This is an optimization exercise on Yosys and OpenROAD, whose aim is small area, not a production implementation. RTL that was checked went through simulation tests only; none was proved equivalent to the original. Power and IR drop assume default switching activity.

== run A ==
## Digitales2_TopMod
module Digitales2_TopMod(
		input clk, rst,EN,
		input ps2d, ps2c,
		output correct,
		output [1:0] Alarma_Vent,
		output [7:0] Catodos,
		output [3:0] Anodos
    );
export LEC_CHECK = 0
export ABC_AREA = 1
export CAP_MARGIN = 20
export CORE_MARGIN = 2
export CORE_UTILIZATION = 40
export PLACE_DENSITY = 0.6
export SLEW_MARGIN = 20
create_clock -name core_clock -period 10.0 [get_ports {clk}]
standard.sh (not shown) runs the stock make flow with config.mk's settings and CLKGATE_MAP_FILE= SYNTH_SCRIPT=/design/flow/synth_recipe.tcl, a recipe that flattens the netlist after the stock synthesis.
==> flow/flow/run.sh <==
#!/bin/bash
# Own layout flow: the standard layout (standard.sh), with
#  1. synthesis without half/full-adder cell extraction (ADDER_MAP_FILE empty);
#  2. the combinational logic of the synthesized netlist re-mapped by ABC for
#     area; every register cell, its name and its nets are kept, and
#     the new netlist is used only if a SAT proof shows it equal to the old one
#     with the registers cut (check_*.ys); ABC runs with four seeds and the
#     smallest proven netlist is used; without one the standard netlist is kept;
#  3. port buffers of sky130_fd_sc_hd__buf_1 (every port still gets one);
#  4. a clock tree of clkbuf_4 without dummy loads.
# Each tool writes its full output to its own log in this folder (flow_*.log),
# besides ORFS's own logs under orfs/logs.
set -euo pipefail
HERE=$(pwd)
F=$HERE/flow
R=$HERE/orfs/results/$FLOW_PLATFORM/Digitales2_TopMod/base
LIB=$FLOW_HOME/platforms/$FLOW_PLATFORM/lib/sky130_fd_sc_hd__tt_025C_1v80.lib
YOSYS=$FLOW_HOME/../tools/install/yosys/bin/yosys
[[ -x $YOSYS ]] || YOSYS=$(command -v yosys)

bash standard.sh "ADDER_MAP_FILE=" synth > flow_synth.log 2>&1

cp $R/1_2_yosys.v $HERE/netlist_std.v
SEQ=$(grep -o "sky130_fd_sc_hd__[a-z0-9_]*" $HERE/netlist_std.v | sort -u | grep -E "__(df|edf|sdf|dl|conb)" | tr '\n' ' ')
DU=$(cat $F/dont_use.txt)
# ABC runs with four random seeds in parallel; the smallest netlist that passes
# the equivalence proof is used.
remap() {  # remap SEED
  local S=$1
  printf 'strash\n&get -n\n&deepsyn -T 20 -S %s\n&put\ndch -f\namap\n' $S > $HERE/remap_$S.abc
  cat > $HERE/remap_$S.ys <<EOF
read_liberty -ignore_miss_func $LIB
blackbox $SEQ
read_verilog $HERE/netlist_std.v
hierarchy -top $FLOW_TOP
flatten
rename -hide w:*.*
opt -purge
abc -script $HERE/remap_$S.abc -liberty $LIB $DU
opt_clean -purge
hilomap -singleton -hicell sky130_fd_sc_hd__conb_1 HI -locell sky130_fd_sc_hd__conb_1 LO
insbuf -buf sky130_fd_sc_hd__buf_4 A X
opt_clean -purge
check -mapped
tee -o $HERE/remap_$S.area stat -liberty $LIB
write_verilog -noattr -nohex -nodec $HERE/netlist_remap_$S.v
EOF
  $YOSYS -s $HERE/remap_$S.ys > flow_remap_$S.log 2>&1 || return 1
  python3 $F/cutff.py $HERE/netlist_remap_$S.v $HERE/cut_remap_$S.v || return 1
  cat > $HERE/check_$S.ys <<EOF
read_liberty -ignore_miss_func $LIB
read_verilog $HERE/cut_std.v
rename $FLOW_TOP gold
read_verilog $HERE/cut_remap_$S.v
rename $FLOW_TOP gate
flatten gold gate
miter -equiv -flatten -make_outputs gold gate miter
hierarchy -top miter
sat -verify -prove trigger 0 miter
EOF
  $YOSYS -s $HERE/check_$S.ys > flow_check_$S.log 2>&1 || return 1
  grep "Chip area" $HERE/remap_$S.area | tail -1 | awk '{print $NF}' > $HERE/remap_$S.ok
}
use_remap=0
best=""
if python3 $F/cutff.py $HERE/netlist_std.v $HERE/cut_std.v; then
  for S in 0 1 2 3; do remap $S & done
  wait || true
  for S in 0 1 2 3; do
    if [[ -s $HERE/remap_$S.ok ]]; then echo "$(cat $HERE/remap_$S.ok) $S"; fi
  done > $HERE/remap_areas.txt
  best=$(sort -g $HERE/remap_areas.txt | head -1 | awk '{print $2}') || best=""
  [[ -n $best ]] && use_remap=1
fi
echo "use_remap=$use_remap seed=$best" > flow_choice.log
if [[ $use_remap == 1 ]]; then
  cp $HERE/netlist_remap_$best.v $R/1_2_yosys.v
  rm -f $R/1_synth.odb
fi

bash standard.sh "ADDER_MAP_FILE=" \
  "BUFFER_PORTS_ARGS=-buffer_cell sky130_fd_sc_hd__buf_1" \
  "CTS_ARGS=-sink_clustering_enable -repair_clock_nets -dont_use_dummy_load -buf_list sky130_fd_sc_hd__clkbuf_4 -sink_clustering_size 8 -sink_clustering_max_diameter 60" \
  finish > flow_finish.log 2>&1
Other scripts of this flow, unchanged in this note and not shown: flow/flow/cutff.py, flow/flow/dont_use.txt
Run A has completed all stages; timing, DRC and antenna checks passed.
Edits applied to the flow inputs when going from run A to run B:
diff --git a/flow/design.v b/flow/design.v
--- a/flow/design.v
+++ b/flow/design.v
@@ -39,24 +39,24 @@
 			rq <= rq - 4'd1;
 	end
 assign correct = bus[0];
 reg brk;
 wire tick = brk & done;
 always @(posedge clk, posedge rst)
 	if (rst) brk <= 1'b0;
 	else if (done) brk <= ~brk & (bus[8:1] == 8'hF0);
-localparam [3:0] K_OLOW = 4'd2,    
-                 K_D1 = 4'd6, K_D2 = 4'd4, K_D3 = 4'd13, K_D4 = 4'd0, K_D5 = 4'd3,
-                 K_D6 = 4'd15, K_D7 = 4'd7, K_D8 = 4'd5, K_D9 = 4'd1,    
+localparam [3:0] K_OLOW = 4'd0,    
+                 K_D1 = 4'd13, K_D2 = 4'd2, K_D3 = 4'd3, K_D4 = 4'd15, K_D5 = 4'd5,
+                 K_D6 = 4'd4, K_D7 = 4'd7, K_D8 = 4'd8, K_D9 = 4'd9,    
                  K_W = 4'd10,      
-                 K_ACC = 4'd14,    
-                 K_IGN = 4'd9,     
-                 K_PRE = 4'd11,    
-                 K_OHIGH = 4'd12;  
+                 K_ACC = 4'd6,    
+                 K_IGN = 4'd11,     
+                 K_PRE = 4'd12,    
+                 K_OHIGH = 4'd14;  
 wire [7:0] code = bus[8:1];
 reg  [3:0] cls_in;
 always @* begin
 	case (code)
 		8'h16: cls_in = K_D1;
 		8'h1E: cls_in = K_D2;
 		8'h26: cls_in = K_D3;
 		8'h25: cls_in = K_D4;
@@ -96,30 +96,30 @@
 		K_W: begin c_w = 1'b1; c_acc = 1'b0; c_dec = 2'd0; end
 		K_ACC: ;
 		K_IGN: c_ign = 1'b1;
 		K_PRE: c_pre = 1'b1;
 		K_OHIGH: c_acc = 1'b0;
 		default: begin c_acc = 1'b0; c_dec = 2'd0; end    
 	endcase
 end
-localparam S1 = 3'b000, S2 = 3'b001, S3 = 3'b011, S4 = 3'b010, S5 = 3'b110, S6 = 3'b100;
+localparam S1 = 3'b000, S2 = 3'b001, S3 = 3'b010, S4 = 3'b011, S5 = 3'b100, S6 = 3'b110;
 reg [2:0] cs;
 always @(posedge clk, posedge rst)
 	if (rst) cs <= S1;
 	else case (cs)
 		S1: if (tick & c_w) cs <= S2;
 		S2: if (tick & c_acc) cs <= S3;
 		S3: if (tick & c_acc) cs <= S4;
 		S4: if (tick & c_acc) cs <= S5;
 		S5: if (tick & c_acc) cs <= S6;
 		S6: cs <= S1;
 		default: cs <= cs;
 	endcase
-wire active = cs[2];
+wire active = (cs == S5) | (cs == S6);
 reg [1:0] r_dec;
 reg [3:0] r_uni;
 reg       r_ok;    
 always @(posedge clk) begin
 	if (cs == S2) r_dec <= c_dec;
 	if (cs == S3) r_uni <= c_uni;
 	if (cs == S4) r_ok <= c_pre;
 	else if (cs == S5) r_ok <= r_ok & ~c_ign;
==> comparison <==
Against run A, the final cell area of run B is higher. Height of the die (run B over run A): increase, about 0.9%. Relative to run A, average instance area after synthesis decreased by 0.11 µm² in run B. [run B] synthesis-to-finish area growth fell 0.17 points relative to run A. Lower total placed cells including tap cells among run A and run B: run A. Taking run A as the reference, in run B count of cell instances traversed by the critical path increased 3; worst slack at placement decreased 38 ps; share of power burned in the clock network increased 1.3 points; total power after layout decreased 0.39%. Comparing the two runs side by side, run B comes out behind run A on via count.
No functional check of the RTL was part of run B.

-- separate check: timing with driven ports --
The results above use ideal ports. As a check the final layouts listed here were re-extracted and re-timed, cells and wires unchanged. Step 1, drivers: a clkbuf_16 drives clk and a buf_2 each remaining input, both assumed. Step 2, shift: input delay + t, output delay - t, t = (earliest + latest rising clock arrival at the registers) / 2. This alone moves slack from input paths to output paths. a / b / c = ideal / step 1 / step 2; a / b = the first two.
run	shift t [ns]	setup WS [ns]	latest minus earliest clock arrival (ns)	worst data-port slew with drivers (ns)
run A	0.393	5.573 / 5.546 / 5.939	0.033 / 0.033	0.03
run B	0.410	5.530 / 5.504 / 5.914	0.035 / 0.035	0.03
After both steps setup and hold are still met in every run listed.
